This design comes from an exercise in tuning for small area, a short achievable clock period and few clock cycles per item on the open sky130 flow, not from production work. Function was checked by simulation only, so behaviour that the tests miss may differ from the original.

## flow/run.sh

```bash
#!/bin/bash
# synth_recipe.tcl (not shown) runs the flow's synth.tcl, then flattens the netlist and writes it again
# the make line also repeats each setting of config.mk as NAME=value (left out here)
make -C /OpenROAD-flow-scripts/flow DESIGN_CONFIG=/design/flow/config.mk WORK_HOME=/design/flow/orfs CLKGATE_MAP_FILE= SYNTH_SCRIPT=/design/flow/synth_recipe.tcl finish
```

## flow/design.v

```verilog
package ebpc_pkg;
  localparam logic [5-1:0] ALL_ONES = 5'b00000;
  localparam logic [5-1:0] DBXZ_DBPNZ = 5'b00001;
  localparam logic [5-1:0] TWO_ONES_PREFIX = 5'b00010;
  localparam logic [5-1:0] SINGLE_ONE_PREFIX = 5'b00011;
  parameter int unsigned   LOG_MAX_WORDS = 24;
  parameter int unsigned   LOG_MAX_ZRLE_LEN = 4;
  parameter int unsigned   MAX_ZRLE_LEN = 2**LOG_MAX_ZRLE_LEN;
  parameter int unsigned   LOG_DATA_W = 3;  
  parameter int unsigned   DATA_W = 2**LOG_DATA_W;
  parameter int unsigned   BLOCK_SIZE = 8;
  parameter int unsigned   MAX_SYMB_LEN = BLOCK_SIZE > 3+$clog2(DATA_W) ? (BLOCK_SIZE > 5+$clog2(BLOCK_SIZE) ? BLOCK_SIZE : 5+$clog2(BLOCK_SIZE)): (3+$clog2(DATA_W)> 5+$clog2(BLOCK_SIZE)? 3+$clog2(DATA_W) : 5+$clog2(BLOCK_SIZE));
  typedef enum             {
                            TWO,
                            THREE_PLUS_LOGM,
                            FIVE,
                            FIVE_PLUS_LOGN,
                            N
                            } symb_len_t;
  typedef struct packed {
    logic [0:DATA_W] [BLOCK_SIZE-2:0] dbp;
    logic [DATA_W-1:0]                base;
  } dbp_block_t;
  typedef struct packed {
    logic [MAX_SYMB_LEN-1:0] symb;
    symb_len_t            len;
    logic                 zero;
  } encoding_t;
endpackage  
module fifo_slice
  #(
    parameter int unsigned W = 1
    )
  (
   input  logic  clk_i,
   input  logic  rst_ni,
   input  logic [W-1:0] din_i,
   input  logic  vld_i,
   output logic  rdy_o,
   output logic [W-1:0] dout_o,
   output logic  vld_o,
   input  logic  rdy_i
   );
  logic [W-1:0] data_d, data_q;
  typedef enum  {empty, full} state_t;
  state_t       state_d, state_q;
  assign dout_o = data_q;
  always_comb begin : fsm
    vld_o   = 1'b0;
    rdy_o = 1'b0;
    data_d  = data_q;
    state_d = state_q;
    case (state_q)
      empty: begin
        rdy_o = 1'b1;
        if (vld_i) begin
          state_d = full;
          data_d  = din_i;
        end
      end
      full: begin
        vld_o = 1'b1;
        if (rdy_i) begin
          rdy_o = 1'b1;
          if (vld_i)
            data_d = din_i;
          else
            state_d = empty;
        end
      end
      endcase  
  end  
  always @(posedge clk_i or negedge rst_ni) begin : sequential
    if (~rst_ni) begin
      state_q <= empty;
      data_q  <= '0;
    end else begin
      state_q <= state_d;
      data_q  <= data_d;
    end
  end
endmodule  
import ebpc_pkg::*;
module bpc_buffer
  (
   input logic               clk_i,
   input logic               rst_ni,
   input logic [DATA_W-1:0]  data_i,
   input logic               last_i,
   input logic               vld_i,
   output logic              rdy_o,
   input logic               was_last_i,
   output logic [DATA_W-1:0] data_o,
   output logic              last_o,
   output logic              vld_o,
   input logic               rdy_i,
   output logic              full_o
   );
  typedef enum               {empty, full, last} state_t;
  state_t                    state_d, state_q;
  logic [DATA_W-1:0]         data_d, data_q;
  assign data_o = data_q;
  always_comb begin : fsm
    last_o  = 1'b0;
    rdy_o   = 1'b0;
    vld_o   = 1'b0;
    data_d  = data_q;
    state_d = state_q;
    full_o = 1'b0;
    case(state_q)
      empty : begin
        rdy_o = 1'b1;
        if (vld_i) begin
          data_d = data_i;
          if (last_i)
            state_d = last;
          else
            state_d = full;
        end
      end
      full : begin
        rdy_o = rdy_i;
        full_o = 1'b1;
        if (vld_i) begin
          vld_o = 1'b1;
          last_o = was_last_i;
          if (rdy_i) begin
            data_d = data_i;
            if (last_i)
              state_d = last;
          end
        end else if (was_last_i) begin
          last_o  = 1'b1;
          vld_o   = 1'b1;
          if (rdy_i)
            state_d = empty;
          else
            state_d = last;
        end
      end  
      last : begin
        vld_o  = 1'b1;
        last_o = 1'b1;
        full_o = 1'b1;
        if (rdy_i) begin
          rdy_o = 1'b1;
          if (vld_i) begin
            data_d = data_i;
            if (~last_i)
              state_d = full;
          end else
            state_d = empty;
        end
      end  
    endcase  
  end  
  always_ff @(posedge clk_i or negedge rst_ni) begin : sequential
    if (~rst_ni) begin
      state_q <= empty;
      data_q  <= 'd0;
    end else begin
      state_q <= state_d;
      data_q  <= data_d;
    end
  end
endmodule  
import ebpc_pkg::*;
module shift_streamer
  (
   input logic                        clk_i,
   input logic                        rst_ni,
   input logic [2*DATA_W-1:0]         data_i,
   input logic [$clog2(DATA_W+1)-1:0] shift_i,
   input logic                        flush_i,
   input logic                        vld_i,
   output logic                       rdy_o,
   output logic [DATA_W-1:0]          data_o,
   output logic                       last_o,
   output logic                       vld_o,
   input logic                        rdy_i,
   output logic                       idle_o
   );
  logic [2*DATA_W-1:0]                    stream_reg_d, stream_reg_q;
  logic [$clog2(DATA_W):0]                shift_cnt_d, shift_cnt_q;
  typedef enum                            {empty, filling, flush, full} state_t;
  state_t                                 st_d, st_q;
  assign data_o = stream_reg_q[2*DATA_W-1:DATA_W];
always_comb begin : fsm
  stream_reg_d = stream_reg_q;
  shift_cnt_d  = shift_cnt_q;
  st_d         = st_q;
  last_o       = 1'b0;
  rdy_o        = 1'b0;
  vld_o        = 1'b0;
  idle_o       = 1'b0;
  case (st_q)
    empty: begin
      shift_cnt_d = 'd0;
      rdy_o       = 1'b1;
      idle_o      = 1'b1;
      if (vld_i) begin
        idle_o       = 1'b0;
        stream_reg_d = stream_reg_q | (data_i>>shift_cnt_q);
        if (shift_i == DATA_W)  
          st_d = full;
        else begin
          st_d = filling;
          shift_cnt_d = shift_cnt_q + shift_i;
        end
      end
    end  
    filling: begin
      rdy_o = 1'b1;
      if (vld_i) begin
        stream_reg_d = stream_reg_q |  (data_i>>shift_cnt_q);
        shift_cnt_d  = shift_cnt_q + shift_i;
        if (shift_cnt_d >= DATA_W) begin
          shift_cnt_d = shift_cnt_d - DATA_W;
          st_d        = full;
        end
      end  
      if (flush_i)
        st_d = flush;
    end  
    full: begin
      vld_o  = 1'b1;
      last_o = flush_i && (shift_cnt_q == 'd0);
      if (rdy_i) begin
        rdy_o       = 1'b1;
        if (vld_i) begin
          shift_cnt_d    = shift_cnt_q + shift_i;
          stream_reg_d = {stream_reg_q[DATA_W-1:0], {DATA_W{1'b0}}} | (data_i>>shift_cnt_q);
          if (shift_cnt_d >= DATA_W)
            shift_cnt_d = shift_cnt_d - DATA_W;
          else
            st_d = filling;
        end else begin  
          stream_reg_d      = {stream_reg_q[DATA_W-1:0], {DATA_W{1'b0}}};
            if (shift_cnt_q == 'd0)
              st_d = empty;
            else if (flush_i)
              st_d = flush;
            else
              st_d   = filling;
          end  
      end  
    end  
    flush: begin
      vld_o = 1'b1;
      last_o = 1'b1;
      if (rdy_i) begin
        stream_reg_d = {stream_reg_q[DATA_W-1:0], {DATA_W{1'b0}}};
        if (shift_cnt_q > DATA_W) begin
          shift_cnt_d = shift_cnt_q - DATA_W;
        end else begin
          shift_cnt_d = 'd0;
          st_d        = empty;
        end
      end
    end  
  endcase  
end  
always @(posedge clk_i or negedge rst_ni) begin : sequential
  if (~rst_ni) begin
    st_q         <= empty;
    stream_reg_q <= '0;
    shift_cnt_q  <= '0;
  end else begin
    st_q         <= st_d;
    stream_reg_q <= stream_reg_d;
    shift_cnt_q  <= shift_cnt_d;
  end
end
endmodule  
import ebpc_pkg::*;
module dbx_compressor
  (
   input logic [0:DATA_W] [BLOCK_SIZE-2:0] dbp,
   input logic [$clog2(DATA_W+1)-1:0] dbp_cnt,
   output ebpc_pkg::encoding_t            code_symb
   );
  localparam LOG2N = $clog2(BLOCK_SIZE);
  logic [0:DATA_W] [BLOCK_SIZE-2:0] dbx;
  always_comb begin : dbx_assignment
    for (int i=0; i<DATA_W+1; i++) begin
      if (i<DATA_W)
        dbx[i]         = dbp[i] ^ dbp[i+1];
      else
        dbx[i] = dbp[i];
    end;
  end
  always_comb begin : encode
    automatic logic [LOG2N-1:0] cnt, pos;
    automatic logic prev_was_one, consec_ones, stop;
    automatic logic [BLOCK_SIZE-2:0] dbp_i, dbx_i;
    dbp_i          = dbp[dbp_cnt];
    dbx_i          = dbx[dbp_cnt];
    code_symb.symb = {1'b1, dbx_i};
    code_symb.len  = N;
    code_symb.zero = 1'b0;
    if (|dbx_i == 1'b0) begin
      code_symb.zero        = 1'b1;
      code_symb.symb        = 'd0; 
      code_symb.len         = TWO;
    end else if (&dbx_i == 1'b1) begin
      code_symb.symb    = {ALL_ONES,{(MAX_SYMB_LEN-5){1'b0}}};
      code_symb.len = FIVE;
    end else if (|dbp_i == 1'b0) begin
      code_symb.symb      = {DBXZ_DBPNZ, {(MAX_SYMB_LEN-5){1'b0}}};
      code_symb.len       = FIVE;
    end else begin
      cnt          = 'd0;
      pos          = 'd0;
      prev_was_one = 1'b0;
      consec_ones = 1'b0;
      stop        = 1'b0;
      for (int i=BLOCK_SIZE-2; i>=0; i--) begin
        if (!stop) begin
          cnt = cnt+dbx_i[i];
          if (dbx_i[i]) begin
            if (prev_was_one)
              consec_ones = 1'b1;
            else
              pos           = BLOCK_SIZE-2-i;
            prev_was_one  = 1'b1;
          end else
            prev_was_one = 1'b0;
          if (cnt >2)
            stop = 1'b1;
        end
      end  
      if (cnt==1) begin
        code_symb.symb = {SINGLE_ONE_PREFIX, pos, {(MAX_SYMB_LEN-5-LOG2N){1'b0}}};
        code_symb.len  = FIVE_PLUS_LOGN;
      end else if (cnt==2 && consec_ones) begin
        code_symb.symb = {TWO_ONES_PREFIX, pos, {(MAX_SYMB_LEN-5-LOG2N){1'b0}}};
        code_symb.len  = FIVE_PLUS_LOGN;
      end
    end  
  end  
endmodule  
import ebpc_pkg::*;
module dbp_dbx_enc
  (
   input logic                     clk_i,
   input logic                     rst_ni,
   input logic signed [DATA_W-1:0] data_i,
   input logic                     flush_i,
   input logic                     vld_i,
   output logic                    rdy_o,
   output ebpc_pkg::dbp_block_t              dbp_block_o,
   output logic                    vld_o,
   input logic                     rdy_i,
   output logic                    flush_o,
   output logic                    idle_o,
   output logic                    waiting_for_data_o
);
  logic [0:BLOCK_SIZE-1][DATA_W:0]        diffs_d, diffs_q;
  logic signed [DATA_W-1:0]               last_item_d, last_item_q;
  typedef enum                     {idle, fill, dbx_comp, wait_out} state_t;
  state_t                          state_d, state_q;
  logic [$clog2(BLOCK_SIZE)-1:0]   fill_cnt_d, fill_cnt_q;
  logic                            shift;
  logic [0:DATA_W] [BLOCK_SIZE-2:0] dbp;
  always_comb begin : dbp_assignment
    for (int i=0; i<BLOCK_SIZE-1; i++) begin
      for (int j=0; j<DATA_W+1; j++) begin
        dbp[j][BLOCK_SIZE-2-i] = diffs_q[BLOCK_SIZE-2-i][DATA_W-j];
      end
    end
  end
  assign dbp_block_o.dbp = dbp;
  assign dbp_block_o.base = diffs_q[BLOCK_SIZE-1][DATA_W-1:0];
  always_comb begin : fsm
    diffs_d            = diffs_q;
    state_d            = state_q;
    fill_cnt_d         = fill_cnt_q;
    rdy_o              = 1'b0;
    vld_o              = 1'b0;
    last_item_d        = last_item_q;
    shift              = 1'b0;
    flush_o            = 1'b0;
    idle_o             = 1'b0;
    waiting_for_data_o = 1'b0;
    case (state_q)
      idle: begin
        fill_cnt_d         = BLOCK_SIZE-1;
        rdy_o              = 1'b1;
        last_item_d        = 'd0;
        idle_o             = 1'b1;
        flush_o            = flush_i;
        waiting_for_data_o = 1'b1;
        if (vld_i) begin
          idle_o      = 1'b0;
          last_item_d = data_i;
          flush_o     = 1'b0;
          shift       = 1'b1;
          state_d     = fill;
          fill_cnt_d  = fill_cnt_q-1;
        end
      end  
      fill: begin
        rdy_o = 1'b1;
        waiting_for_data_o = 1'b1;
        if (vld_i) begin
          shift          = 1'b1;
          last_item_d    = data_i;
          fill_cnt_d     = fill_cnt_q-1;
          if (fill_cnt_q == 0) begin
            waiting_for_data_o = 1'b0;
            last_item_d        = 'd0;
            state_d            = wait_out;
          end
        end
      end
      wait_out: begin
        vld_o = 1'b1;
        if (rdy_i) begin
          rdy_o = 1'b1;
          if (vld_i) begin
            shift       = 1'b1;
            last_item_d = data_i;
            fill_cnt_d  = fill_cnt_q-1;
            state_d     = fill;
          end else
            state_d = idle;
        end
      end  
      default:
        state_d = idle;
    endcase  
      diffs_d[0] = data_i - last_item_q;
      for (int i=1; i<BLOCK_SIZE; i++)
        diffs_d[i] = diffs_q[i-1];
  end  
  always @(posedge clk_i or negedge rst_ni) begin : sequential
    if (~rst_ni) begin
      for (int i=0; i<BLOCK_SIZE; i++)
        diffs_q[i] <= 'd0;
      state_q      <= idle;
      fill_cnt_q   <= BLOCK_SIZE-1;
      last_item_q  <= 'd0;
    end else begin
      for (int i=0; i<BLOCK_SIZE; i++)
        if (shift)
          diffs_q[i] <= diffs_d[i];
      state_q         <= state_d;
      fill_cnt_q      <= fill_cnt_d;
      last_item_q     <= last_item_d;
    end
  end  
endmodule : dbp_dbx_enc
import ebpc_pkg::*;
module seq_coder
  (
   input logic               clk_i,
   input logic               rst_ni,
   input ebpc_pkg::dbp_block_t         dbp_block_i,
   input logic               flush_i,
   input logic               vld_i,
   output logic              rdy_o,
   output logic [DATA_W-1:0] data_o,
   output logic              last_o,
   output logic              vld_o,
   input logic               rdy_i,
   output logic              idle_o,
   output logic              waiting_for_data_o
   );
  function logic[$clog2(BLOCK_SIZE+1)-1:0] get_shift(ebpc_pkg::symb_len_t s);
    if (s == FIVE)
      get_shift = 5;
    else if (s == FIVE_PLUS_LOGN)
      get_shift = 5 + $clog2(BLOCK_SIZE-1);
    else
      get_shift = BLOCK_SIZE;
  endfunction 
  ebpc_pkg::dbp_block_t                  dbp_block_from_fifo;
  ebpc_pkg::encoding_t                 code_symb;
  typedef enum               {idle, fill, flush_st} state_t;
  state_t                    state_d, state_q;
  logic [$clog2(DATA_W+1)-1:0] dbx_cnt_d, dbx_cnt_q;
  logic [$clog2(DATA_W+1)-1:0] zero_cnt_d, zero_cnt_q;
  logic                        vld_from_slice, rdy_to_slice;
  logic                        last_was_zero_d, last_was_zero_q;
  logic                        flush;
  logic [DATA_W-1:0]           data;
  logic [$clog2(DATA_W+1)-1:0] shift;
  logic                        shift_vld, shift_rdy;
  logic                          streamer_idle;
  assign waiting_for_data_o = !vld_from_slice;
  always_comb begin : fsm
    automatic logic [$clog2(DATA_W):0] zeros;
    automatic logic write_zero, stall;
    write_zero                 = 1'b0;
    zeros                      = zero_cnt_q;
    state_d                    = state_q;
    dbx_cnt_d                  = dbx_cnt_q;
    zero_cnt_d                 = zero_cnt_q;
    last_was_zero_d            = last_was_zero_q;
    flush                      = 1'b0;
    rdy_to_slice               = 1'b0;
    data                       = 'd0;
    shift_vld                  = 1'b0;
    shift                      = 'd0;
    stall                      = 1'b0;
    idle_o                     = 1'b0;
    case (state_q)
      idle: begin
        zero_cnt_d = 'd0;
        dbx_cnt_d  = DATA_W;
        idle_o     = streamer_idle;
        flush = flush_i;
        if (vld_from_slice) begin
          idle_o    = 1'b0;
          flush = 1'b0;
          shift     = DATA_W;
          data      = dbp_block_from_fifo.base;
          shift_vld = 1'b1;
          if (shift_rdy)
            state_d = fill;
        end
      end
      fill: begin
        shift_vld       = 1'b1;
        if (code_symb.zero) begin
          if (dbx_cnt_q != 'd0) begin
            zero_cnt_d      = zero_cnt_q+1;
            dbx_cnt_d       = dbx_cnt_q-1;
            last_was_zero_d = 1'b1;
            shift_vld       = 1'b0;
          end else begin
            zeros      = zeros + 1;
            write_zero = 1'b1;
          end
        end else begin  
          if (last_was_zero_q) begin 
            write_zero = 1'b1;
            stall = 1'b1;
          end else begin
            shift         = get_shift(code_symb.len);
            data          = {code_symb.symb, {(DATA_W-MAX_SYMB_LEN){1'b0}}};
          end
        end  
        if (write_zero) begin
          if (zeros == 'd1) begin
            shift = 2;
            data  = {2'b01, {DATA_W-2{1'b0}}};
          end else begin
            shift = 3+$clog2(DATA_W);
            data  = {3'b001, $clog2(DATA_W)'(zeros-2), {DATA_W-3-$clog2(DATA_W){1'b0}}};
          end
        end
        if (shift_rdy) begin
          if (write_zero) begin
            last_was_zero_d = 1'b0;
            zero_cnt_d = 'd0;
          end  
          if (~stall) begin
            if (dbx_cnt_q != 'd0) begin
              dbx_cnt_d = dbx_cnt_q-1;
            end else begin
              rdy_to_slice = 1'b1;
              state_d      = idle;
              dbx_cnt_d    = DATA_W;
            end
          end  
        end  
      end  
      default:
        state_d = idle;
    endcase  
  end  
  always @(posedge clk_i or negedge rst_ni) begin : sequential
    if (~rst_ni) begin
      state_q         <= idle;
      dbx_cnt_q       <= DATA_W;
      zero_cnt_q      <= 'd0;
      last_was_zero_q <= 1'b0;
    end else begin
      state_q         <= state_d;
      dbx_cnt_q       <= dbx_cnt_d;
      zero_cnt_q      <= zero_cnt_d;
      last_was_zero_q <= last_was_zero_d;
    end  
  end  
  fifo_slice #(
               .W((DATA_W+1)*(BLOCK_SIZE-1)+DATA_W)
               )
  slice_i (
           .clk_i(clk_i),
           .rst_ni(rst_ni),
           .din_i(dbp_block_i),
           .vld_i(vld_i),
           .rdy_o(rdy_o),
           .dout_o(dbp_block_from_fifo),
           .vld_o(vld_from_slice),
           .rdy_i(rdy_to_slice)
           );
  dbx_compressor
    compressor_i (
                  .dbp(dbp_block_from_fifo.dbp),
                  .dbp_cnt(dbx_cnt_q),
                  .code_symb(code_symb)
                  );
  shift_streamer
    streamer_i (
                .clk_i(clk_i),
                .rst_ni(rst_ni),
                .data_i({data,{DATA_W{1'b0}}}),
                .shift_i(shift),
                .flush_i(flush),
                .vld_i(shift_vld),
                .rdy_o(shift_rdy),
                .data_o(data_o),
                .last_o(last_o),
                .vld_o(vld_o),
                .rdy_i(rdy_i),
                .idle_o(streamer_idle)
                );
endmodule : seq_coder
import ebpc_pkg::*;
module bpc_encoder
  (
   input logic               clk_i,
   input logic               rst_ni,
   input logic [DATA_W-1:0]  data_i,
   input logic               flush_i,
   input logic               vld_i,
   output logic              rdy_o,
   output logic [DATA_W-1:0] data_o,
   output logic              last_o,
   output logic              vld_o,
   input logic               rdy_i,
   output logic              idle_o,
   output logic              waiting_for_data_o
   );
  ebpc_pkg::dbp_block_t                  dbp_enc_to_coder;
  logic                      vld_enc_to_coder;
  logic                      rdy_coder_to_enc;
  logic                      dbp_dbx_idle;
  logic                      dbp_waiting;
  logic                      seq_coder_idle;
  logic                      sc_waiting;
  logic                      flush_dbp_dbx_to_coder;
  assign idle_o = seq_coder_idle && dbp_dbx_idle;
  assign waiting_for_data_o = sc_waiting & dbp_waiting;
  dbp_dbx_enc
    dbp_dbx_i (
               .clk_i(clk_i),
               .rst_ni(rst_ni),
               .data_i(data_i),
               .flush_i(flush_i),
               .vld_i(vld_i),
               .rdy_o(rdy_o),
               .flush_o(flush_dbp_dbx_to_coder),
               .dbp_block_o(dbp_enc_to_coder),
               .vld_o(vld_enc_to_coder),
               .rdy_i(rdy_coder_to_enc),
               .idle_o(dbp_dbx_idle),
               .waiting_for_data_o(dbp_waiting)
               );
  seq_coder
    seq_coder_i (
                 .clk_i(clk_i),
                 .rst_ni(rst_ni),
                 .dbp_block_i(dbp_enc_to_coder),
                 .flush_i(flush_dbp_dbx_to_coder),
                 .vld_i(vld_enc_to_coder),
                 .rdy_o(rdy_coder_to_enc),
                 .data_o(data_o),
                 .last_o(last_o),
                 .vld_o(vld_o),
                 .rdy_i(rdy_i),
                 .idle_o(seq_coder_idle),
                 .waiting_for_data_o(sc_waiting)
                 );
endmodule  
import ebpc_pkg::*;
module zrle
  (
   input logic               clk_i,
   input logic               rst_ni,
   input logic               is_one_i,
   input logic               flush_i,
   input logic               vld_i,
   output logic              rdy_o,
   output logic [DATA_W-1:0] data_o,
   output logic              last_o,
   output logic              vld_o,
   input logic               rdy_i,
   output logic              idle_o
   );
  typedef enum {empty, filling, full, flush, flush_zeros} state_t;
  state_t      state_d, state_q;
  logic [LOG_MAX_ZRLE_LEN-1:0] zero_cnt_d, zero_cnt_q;
  logic [2*DATA_W-1:0]         stream_reg_d, stream_reg_q;
  logic [$clog2(DATA_W):0]     shift_cnt_d, shift_cnt_q;
  assign data_o = stream_reg_q[2*DATA_W-1:DATA_W];
  always_comb begin : fsm
    state_d      = state_q;
    zero_cnt_d   = zero_cnt_q;
    stream_reg_d = stream_reg_q;
    shift_cnt_d  = shift_cnt_q;
    rdy_o        = 1'b0;
    vld_o        = 1'b0;
    idle_o       = 1'b0;
    last_o       = 1'b0;
    case (state_q)
      empty : begin
        rdy_o = 1'b1;
        idle_o = 1'b1;
        if (vld_i) begin
          idle_o = 1'b0;
          state_d = filling;
          if (is_one_i) begin
            shift_cnt_d  = shift_cnt_q + 1;
            stream_reg_d = stream_reg_q | ({1'b1, {2*DATA_W-1{1'b0}}} >> shift_cnt_q);
          end else begin
            zero_cnt_d = zero_cnt_q + 1;
          end
          if (flush_i) begin
            if (is_one_i)
              state_d = flush;
            else
              state_d = flush_zeros;
          end
        end
      end  
      filling : begin
        rdy_o = 1'b1;
        if (vld_i) begin
          if (is_one_i) begin
            zero_cnt_d   = 'd0;
            if (zero_cnt_q != 'd0) begin
              stream_reg_d = stream_reg_q
                             | ({1'b0, LOG_MAX_ZRLE_LEN'(zero_cnt_q-1), 1'b1, {2*DATA_W-LOG_MAX_ZRLE_LEN-2{1'b0}}}
                                         >> shift_cnt_q);
              shift_cnt_d             = shift_cnt_q + 1 + 1 + LOG_MAX_ZRLE_LEN;
            end else begin
              shift_cnt_d  = shift_cnt_q + 1;
              stream_reg_d = stream_reg_q | ({1'b1, {2*DATA_W-1{1'b0}}} >> shift_cnt_q);
            end
          end else if (zero_cnt_q == MAX_ZRLE_LEN-1) begin
            stream_reg_d          = stream_reg_q |
                                    ({1'b0, LOG_MAX_ZRLE_LEN'(MAX_ZRLE_LEN-1), {2*DATA_W-LOG_MAX_ZRLE_LEN-1{1'b0}}}
                                     >> shift_cnt_q);
            shift_cnt_d = shift_cnt_q + 1 + LOG_MAX_ZRLE_LEN;
            zero_cnt_d  = 'd0;
          end else
            zero_cnt_d = zero_cnt_q + 1;
          if (flush_i) begin
            if (zero_cnt_d != 'd0)
              state_d = flush_zeros;
            else
              state_d                  = flush;
          end else if (shift_cnt_d >= DATA_W) begin
            state_d                = full;
            shift_cnt_d            = shift_cnt_d - DATA_W;
          end
        end  
      end  
      flush_zeros : begin
        zero_cnt_d = 'd0;
        stream_reg_d     = stream_reg_q
                           | ({1'b0, LOG_MAX_ZRLE_LEN'(zero_cnt_q-1), {2*DATA_W-LOG_MAX_ZRLE_LEN-1{1'b0}}}
                              >> shift_cnt_q);
        shift_cnt_d = shift_cnt_q + LOG_MAX_ZRLE_LEN + 1;
        state_d = flush;
      end
      full : begin
        vld_o = 1'b1;
        if (rdy_i) begin
          rdy_o        = 1'b1;
          stream_reg_d = {stream_reg_q[DATA_W-1:0], {DATA_W{1'b0}}};
          state_d = filling;
          if (vld_i) begin
            if (is_one_i) begin
              shift_cnt_d                 = shift_cnt_q+1;
              stream_reg_d                = stream_reg_d | ({1'b1, {2*DATA_W-1{1'b0}}} >> shift_cnt_q);
            end else if (zero_cnt_q == MAX_ZRLE_LEN - 1) begin
              shift_cnt_d = shift_cnt_q + 1 + LOG_MAX_ZRLE_LEN;
              stream_reg_d              = stream_reg_d |
                                          ({1'b0, LOG_MAX_ZRLE_LEN'(MAX_ZRLE_LEN-1), {2*DATA_W-LOG_MAX_ZRLE_LEN-1{1'b0}}}
                                           >> shift_cnt_q);
            end else
              zero_cnt_d = zero_cnt_q + 1;
            if (flush_i) begin
              if (zero_cnt_d != 'd0)
                state_d                = flush_zeros;
              else
                state_d = flush;
            end else if (shift_cnt_d >= DATA_W) begin
                state_d                = full;
                shift_cnt_d            = shift_cnt_d - DATA_W;
            end
          end else begin  
            if (shift_cnt_q == 'd0)
              state_d = empty;
            else
              state_d = filling;
          end  
        end
      end  
      flush : begin
        vld_o = 1'b1;
        if (shift_cnt_q <= DATA_W)
          last_o = 1'b1;
        if (rdy_i) begin
          stream_reg_d = {stream_reg_q[DATA_W-1:0], {DATA_W{1'b0}}};
          if (shift_cnt_q > DATA_W)
            shift_cnt_d = shift_cnt_q-DATA_W;
          else begin
            shift_cnt_d = 'd0;
            state_d     = empty;
          end
      end
      end  
    endcase  
  end
always @(posedge clk_i or negedge rst_ni) begin
  if (~rst_ni) begin
    state_q         <= empty;
    zero_cnt_q      <= 'd0;
    stream_reg_q    <= 'd0;
    shift_cnt_q     <= 'd0;
  end else begin
    state_q      <= state_d;
    zero_cnt_q   <= zero_cnt_d;
    stream_reg_q <= stream_reg_d;
    shift_cnt_q  <= shift_cnt_d;
  end
end
endmodule  
module done_gen
  (
   input logic  clk_i,
   input logic  rst_ni,
   input logic  vld_to_znz_i,
   input logic  znz_last_i,
   input logic  znz_hs_active_i,
   input logic  bpc_idle_i,
   input logic  bpc_last_i,
   input logic  bpc_last_hs_active_i,
   input logic  bpc_was_last_i,
   input logic  bpc_was_last_hs_active_i,
   output logic blk_done_o
   );
  logic        znz_fin, bpc_fin;
  logic signed [3:0] diff_d, diff_q;
  assign znz_fin = znz_last_i && znz_hs_active_i;
  assign bpc_fin = bpc_last_i && bpc_last_hs_active_i;
  always_comb begin : fsm
    diff_d     = diff_q;
    blk_done_o = 1'b0;
    if (znz_fin && bpc_fin) begin
      blk_done_o = 1'b1;
    end else if (znz_fin) begin
      blk_done_o = (diff_q < 0);
      diff_d     = diff_q + 1;
    end else if (bpc_fin) begin
      blk_done_o = (diff_q > 0);
      diff_d     = diff_q - 1;
    end
  end
  always_ff @(posedge clk_i, negedge rst_ni) begin : sequential
    if (~rst_ni) begin
      diff_q <= '0;
    end else begin
      diff_q <= diff_d;
    end
  end
endmodule
import ebpc_pkg::*;
module ebpc_encoder
  (
   input logic               clk_i,
   input logic               rst_ni,
   input logic [DATA_W-1:0]  data_i,
   input logic               last_i,
   input logic               vld_i,
   output logic              rdy_o,
   output logic              idle_o,
   output logic [DATA_W-1:0] znz_data_o,
   output logic              znz_last_o,
   output logic              znz_vld_o,
   input logic               znz_rdy_i,
   output logic [DATA_W-1:0] bpc_data_o,
   output logic              bpc_last_o,
   output logic              bpc_vld_o,
   input logic               bpc_rdy_i,
   output logic              blk_done_o
   );
  logic [DATA_W-1:0]         data_reg_d, data_reg_q;
  logic                      last_d, last_q;
  logic                      flush;
  logic                      data_reg_en;
  logic [DATA_W-1:0]         data_to_bpc;
  logic                      vld_to_bpc, rdy_from_bpc;
  logic                      vld_to_znz, rdy_from_znz;
  logic                      is_one_to_znz;
  logic                      bpc_idle, bpc_waiting;
  logic                      last_from_bpc;
  logic                      znz_idle;
  logic [DATA_W-1:0]         data_from_bpc;
  logic                      vld_from_bpc, rdy_to_bpc;
  logic                      bpc_was_last;
  logic                      bpc_buf_full;
  typedef enum               {idle, running, wait_rdy, flush_st, last_bpc} state_t;
  logic                      wait_rdy_d, wait_rdy_q;
  state_t                    state_d, state_q;
  logic [$clog2(BLOCK_SIZE)-1:0] block_cnt_d, block_cnt_q;
  assign last_d = last_i;
  assign data_reg_d = data_i;
  always_comb begin : fsm
    automatic logic rdy_to_wait_for;
    automatic logic incr_block_cnt;
    incr_block_cnt = 1'd0;
    state_d        = state_q;
    block_cnt_d    = block_cnt_q;
    wait_rdy_d     = wait_rdy_q;
    block_cnt_d    = block_cnt_q;
    data_to_bpc    = data_reg_q;
    vld_to_bpc     = 1'b0;
    is_one_to_znz  = 1'b0;
    vld_to_znz     = 1'b0;
    data_reg_en    = 1'b0;
    rdy_o          = 1'b0;
    idle_o         = 1'b0;
    flush          = 1'b0;
    bpc_was_last   = 1'b0;
    case (state_q)
      idle : begin
        rdy_o = 1'b1;
        if (vld_i) begin
          data_reg_en = 1'b1;
          state_d     = running;
        end
      end
      running : begin
        if (data_reg_q != '0) begin
          is_one_to_znz = 1'b1;
          vld_to_bpc    = 1'b1;
          vld_to_znz    = 1'b1;
          if (rdy_from_bpc && rdy_from_znz) begin
            incr_block_cnt = 1'b1;
            if (last_q)
              state_d  = flush_st;
            else begin
              rdy_o = 1'b1;
              if (vld_i)
                data_reg_en = 1'b1;
              else
                state_d = idle;
            end
          end else if (rdy_from_bpc || rdy_from_znz) begin  
            wait_rdy_d = rdy_from_znz;
            state_d    = wait_rdy;
          end
        end else begin  
          vld_to_znz = 1'b1;
          if (rdy_from_znz) begin
            if (last_q) begin
              if (bpc_idle) begin
                bpc_was_last = 1'b1;
                state_d = idle;
              end else begin
                state_d = flush_st;
              end
            end else begin
              rdy_o = 1'b1;
              if (vld_i) begin
                data_reg_en    = 1'b1;
              end else begin
                state_d = idle;
              end
            end  
          end  
        end  
      end  
      wait_rdy : begin
        is_one_to_znz = 1'b1;
        if (wait_rdy_q) begin
          vld_to_bpc = 1'b1;
          rdy_to_wait_for = rdy_from_bpc;
        end else begin  
          vld_to_znz = 1'b1;
          rdy_to_wait_for = rdy_from_znz;
        end
        if (rdy_to_wait_for) begin
          incr_block_cnt = 1'b1;
          if (last_q)
            state_d = flush_st;
          else begin
              rdy_o = 1'b1;
            if (vld_i) begin
              data_reg_en = 1'b1;
              state_d     = running;
            end else
              state_d = idle;
          end
        end
      end  
      flush_st : begin
        data_to_bpc = 'd0;
        if (block_cnt_q > 0) begin
          vld_to_bpc = 1'b1;
          if (rdy_from_bpc)
            incr_block_cnt = 1'b1;
        end else if (~bpc_idle)
          flush = 1'b1;
        else begin
          bpc_was_last = 1'b1;
          state_d = idle;
        end
      end  
      default : begin
        state_d = idle;
      end
    endcase  
    if (incr_block_cnt)
      if (block_cnt_q == BLOCK_SIZE-1)
        block_cnt_d = 'd0;
      else
        block_cnt_d = block_cnt_q + 1;
  end  
  always @(posedge clk_i or negedge rst_ni) begin : sequential
    if (~rst_ni) begin
      data_reg_q  <= 'd0;
      last_q     <= 'd0;
      wait_rdy_q  <= 1'b0;
      state_q     <= idle;
      block_cnt_q <= 'd0;
    end else begin
      if (data_reg_en) begin
        data_reg_q  <= data_reg_d;
        last_q     <= last_d;
      end
      wait_rdy_q  <= wait_rdy_d;
      state_q     <= state_d;
      block_cnt_q <= block_cnt_d;
    end
  end  
  bpc_encoder
    bpc_encoder_i (
                   .clk_i(clk_i),
                   .rst_ni(rst_ni),
                   .data_i(data_to_bpc),
                   .flush_i(flush),
                   .vld_i(vld_to_bpc),
                   .rdy_o(rdy_from_bpc),
                   .data_o(data_from_bpc),
                   .last_o(last_from_bpc),
                   .vld_o(vld_from_bpc),
                   .rdy_i(rdy_to_bpc),
                   .idle_o(bpc_idle),
                   .waiting_for_data_o(bpc_waiting)
                   );
  bpc_buffer
    bpc_buf_i (
               .clk_i(clk_i),
               .rst_ni(rst_ni),
               .data_i(data_from_bpc),
               .last_i(last_from_bpc),
               .vld_i(vld_from_bpc),
               .rdy_o(rdy_to_bpc),
               .was_last_i(bpc_was_last),
               .data_o(bpc_data_o),
               .last_o(bpc_last_o),
               .vld_o(bpc_vld_o),
               .rdy_i(bpc_rdy_i),
               .full_o(bpc_buf_full)
               );
  zrle
    zrle_i (
            .clk_i(clk_i),
            .rst_ni(rst_ni),
            .is_one_i(is_one_to_znz),
            .flush_i(last_q),
            .vld_i(vld_to_znz),
            .rdy_o(rdy_from_znz),
            .data_o(znz_data_o),
            .last_o(znz_last_o),
            .vld_o(znz_vld_o),
            .rdy_i(znz_rdy_i),
            .idle_o(znz_idle)
            );
  done_gen
    done_gen_i(
               .clk_i(clk_i),
               .rst_ni(rst_ni),
               .vld_to_znz_i(vld_to_znz),
               .znz_last_i(znz_last_o),
               .znz_hs_active_i(znz_vld_o && znz_rdy_i),
               .bpc_idle_i(bpc_idle),
               .bpc_last_i(bpc_last_o),
               .bpc_last_hs_active_i(bpc_vld_o && bpc_rdy_i),
               .bpc_was_last_i(bpc_was_last),
               .bpc_was_last_hs_active_i((vld_from_bpc && rdy_to_bpc) || ~bpc_buf_full),
               .blk_done_o(blk_done_o)
               );
endmodule  
```

## flow/config.mk

```make
export PLATFORM = sky130hd
export DESIGN_NAME = ebpc_encoder
export DESIGN_NICKNAME = ebpc_encoder
export VERILOG_FILES = /design/flow/design.v
export SDC_FILE = /design/flow/constraint.sdc
export NUM_CORES = 4
export LEC_CHECK = 0
export CAP_MARGIN = 20
export CORE_MARGIN = 2
export CORE_UTILIZATION = 40
export PLACE_DENSITY = 0.6
export SLEW_MARGIN = 20
```

## flow/constraint.sdc

```tcl
create_clock -name core_clock -period 12.0 [get_ports {clk_i}]
set_input_delay 2.4000 -clock core_clock [delete_from_list [all_inputs] [get_ports {clk_i}]]
set_output_delay 2.4000 -clock core_clock [all_outputs]
set_load 0.01 [all_outputs]
```

==> reports/qor.yml <==
timing:
  period_minus_slack_ns: 10.74
  worst_pin_slew_ns: 1.089
  timing.hold.ws_ns: 0.4736
  rsz0062_at_grt: "no"
  skew_ns: 0.02193
  setup_ws_ns: 1.261
  setup_tns_ns: 0
  fmax_mhz: 93.12
  maxSlewViolCount: 0
  setup_viol: 0
  hold_violations: 0
  slew_headroom_pct: 27.10
  fin_crit_sh_pct: 89.49
synthesis:
  synth_top_cell_by_area: "dfrtp_1"
  synth_warnings: 9
  yosysSeqAreaShare_pct: 32.13
  netlist_area_sq_mm: 0.02135
  synth-main-ff-cell: "dfrtp_1"
  synth_seq_cells: 274
  synth_cells: 2441
  synth_edf_count: 0
  netlist-cell-type-count: 132
  yosysTopAreaCellShare_pct: 31.64
  avgSynthCellArea_sq_um: 8.748
  async_flop_share_pct: 100.0
  yosys-top-cells-area: "dfrtp_1, nand2_1, mux2_2"
route:
  drc: 0
  drtIter0Drc: 1913
  vias: 19150
  routed_wirelength_mm: 66.33
  wire_per_inst_um: 21.56
  ant_nets: 0
  firstDrtPassIters: 7
  vias_per_cell: 6.223
setup_path:
  cp_slowest_cell: "dfrtp_4"
  start_kind: "register"
  cp.arrival_ns: 11.27
  path_common_cell: "ha_1"
  worstReg2RegStart: "bpc_encoder_i.seq_coder_i.dbx_cnt_q[0]$_DFF_PN0_"
  cp_max_fo: 36
  crit_required_ns: 12.53
  endpoint_kind: "register"
  crit_path_max_incr_delay_ns: 0.71
  crit_path_start: "bpc_encoder_i.seq_coder_i.dbx_cnt_q[0]$_DFF_PN0_"
  path_class: "register to register"
global_route:
  grt_usage_pct: 23.68
  grt_antenna_before_repair: 1
  grt_pass1_wl_mm: 107.4
  grt_pass1_vias: 18740
  overflow: 0
  grt_max_degree: 168
clocking:
  cts_root_buf: "clkbuf_16"
  clock-sinks: 274
  clk_pin_slew_ns: 0.06
  cts-resized-gates: 0
  cts_tree: "yes"
  postCtsHoldBufs: 0
  worstSkewPairLatency_ns: 0.61
  clock_path_buffers: 3
  postCtsSetupBuffers: 0
  cts-buffers-inserted: 31
  htree_levels: 1
status:
  status: "timing/DRC/antenna clean"
die:
  die_h_um: 235.0
  core_sq_mm: 0.05266
  initial_core_util_pct: 40.55
  ios: 37
  num_rows: 84
  fp.dieW_um: 235.0
  die-area_sq_mm: 0.05525
placed_design:
  dpl_cell_area_sq_mm: 0.02184
  pre_cts_ws_ns: 1.371
  numPortBuffers: 35
  place_hpwl_mm: 46.93
  gp_congestion: 0.9774
layout:
  syn_to_final_growth_pct: 7.119
  drive_gt1_share_pct: 12.98
  n_antenna_cell: 0
  fin_area_sq_mm: 0.02287
  fin_nets: 2440
worst_hold_path:
  hp-class: "register to register"
  hp-start: "bpc_encoder_i.dbp_dbx_i.diffs_q[1]$_DFFE_PN0P_"
run:
  drv_cap: 0
==> synth_stat cells (20+ instances only) <==
cell and instances:
clkbuf_1 78, nor2b_1 26, mux2i_1 33, o21ai_0 113, dfrtp_1 270, o211ai_1 31
mux4_2 40, nor3_1 52, nor2_1 166, buf_4 25, xnor2_1 64, xor2_1 47
o22ai_1 24, a22oi_1 41, nor4_1 26, a31oi_1 36, buf_2 76, nand2_1 413
mux2_2 93, a211oi_1 21, nand3_1 53, ha_1 57, a21oi_1 139, o31ai_1 20
inv_1 59
==> cells in the final DEF, fill, tap and decap left out, types with 20 or more instances in the layout <==
cell type,count
a211oi_1,21
a21oi_1,139
a22oi_1,41
a31oi_1,36
buf_4,26
clkbuf_16,31
clkdlybuf4s50_1,34
conb_1,31
dfrtp_1,269
ha_1,56
inv_1,59
mux2_2,93
mux2i_1,33
mux4_2,40
nand2_1,412
nand3_1,53
nor2_1,165
nor2b_1,24
nor3_1,52
nor4_1,26
o211ai_1,31
o21ai_0,113
o22ai_1,24
o31ai_1,20
xnor2_1,64
xor2_1,47
==> registers in the layout (all words and copies together) (netlist names), 3 cells and up <==
register,flops
bpc_encoder_i.dbp_dbx_i.diffs_q,71
bpc_encoder_i.seq_coder_i.slice_i.data_q,71
state_q,32
bpc_encoder_i.seq_coder_i.streamer_i.stream_reg_q,16
zrle_i.stream_reg_q,16
bpc_buf_i.data_q,8
bpc_encoder_i.dbp_dbx_i.last_item_q,8
data_reg_q,8
bpc_encoder_i.seq_coder_i.dbx_cnt_q,4
bpc_encoder_i.seq_coder_i.streamer_i.shift_cnt_q,4
bpc_encoder_i.seq_coder_i.zero_cnt_q,4
done_gen_i.diff_q,4
zrle_i.shift_cnt_q,4
zrle_i.zero_cnt_q,4
block_cnt_q,3
bpc_encoder_i.dbp_dbx_i.fill_cnt_q,3
zrle_i.state_q,3
==> through the flow <==
| stage | instances | utilization (%) |
|---|---|---|
| after floorplan | 2471 | - |
| after global placement | 3019 | 41.48 |
| after detailed placement | 3019 | 41.48 |
| after CTS | 3077 | 43.43 |
| after global routing | 3077 | 43.44 |
| final | 3077 | 43.44 |
==> logic make-up after synthesis <==
logic type      after synthesis  synth area share (%)
simple gates                875                 19.18
compound gates              671                 22.61
flops                       274                 32.13
buf+inv                     272                 6.369
mux                         170                 10.90
xor+xnor                    116                 4.987
fa+ha+maj                    62                 3.809
other cells                   1               0.01756
==> metal layers <==
metal / vias up / routed length (um) / track usage, %
met4: 0 / 1872 / 6.809
met1: 9469 / 29800 / 33.60
met3: 123 / 4909 / 4.312
met2: 833 / 29750 / 36.86
li1: 8724 / - / -
met5: - / 0 / 0
==> layout make-up <==
class | instances | area (sq um)
fill | 5223 | 29780
multi-input combinational | 1925 | 13280
sequential | 274 | 6865
clock buffer | 44 | 874.6
tap | 688 | 860.8
timing repair buffer | 62 | 570.5
inverter | 70 | 272.8
clock inverter | 14 | 152.6
==> critical path, delay by kind of cell (launching register included) <==
kind	cells	cell delay [ns]
adder cells (fa/ha/maj)	9	2.85
AND/OR/NAND/NOR	8	1.75
multiplexers	3	0.98
XOR/XNOR	1	0.32
flip-flops	1	0.71
buffers and inverters	4	1.07
AO/OA/AOI/OAI	11	2.92
==> final timing paths <==
| kind | cells past startpoint | end | slack (ns) |
|---|---|---|---|
| setup / recovery | 36 | register | 1.26 |
| hold / removal | 2 | bpc_encoder_i.dbp_dbx_i.diffs_q[1]$_DFFE_PN0P_ | 0.47 |
| setup reg to reg | 36 | register | 1.26 |
| hold reg to reg | 2 | bpc_encoder_i.dbp_dbx_i.diffs_q[1]$_DFFE_PN0P_ | 0.47 |
| max in group asynchronous | 2 | bpc_encoder_i.seq_coder_i.dbx_cnt_q[0]$_DFF_PN0_ | 8.76 |
| min in group asynchronous | 1 | state_q[22]$_DFFE_PN0P_ | 1.85 |
Testbench counts, summed over its fixed seeds: cycles 35,656, words 28,155.

afterwards: timing with drivers on the ports:
No port has a modelled driver above. Below, the same layout with a new extraction and two added sets of constraints.
Step 1: set_driving_cell puts a clkbuf_16 on clk_i and a buf_2 on each other input, an assumption about the parent block.
Step 2 also shifts input and output timing later by t, the mid clock arrival at the registers, as if the neighbouring blocks saw the same clock.
a / b / c = no drivers / after step 1 / after step 2; a / b = the first two.
t (ns): 0.663
setup WS [ns]: 1.261 / 1.261 / 1.261
latest minus earliest clock arrival (ns): 0.022 / 0.022
After both steps setup and hold are still met in this run. For this run, drivers alone change the setup slack by 0.000 ns; drivers and shift together by 0.000 ns.
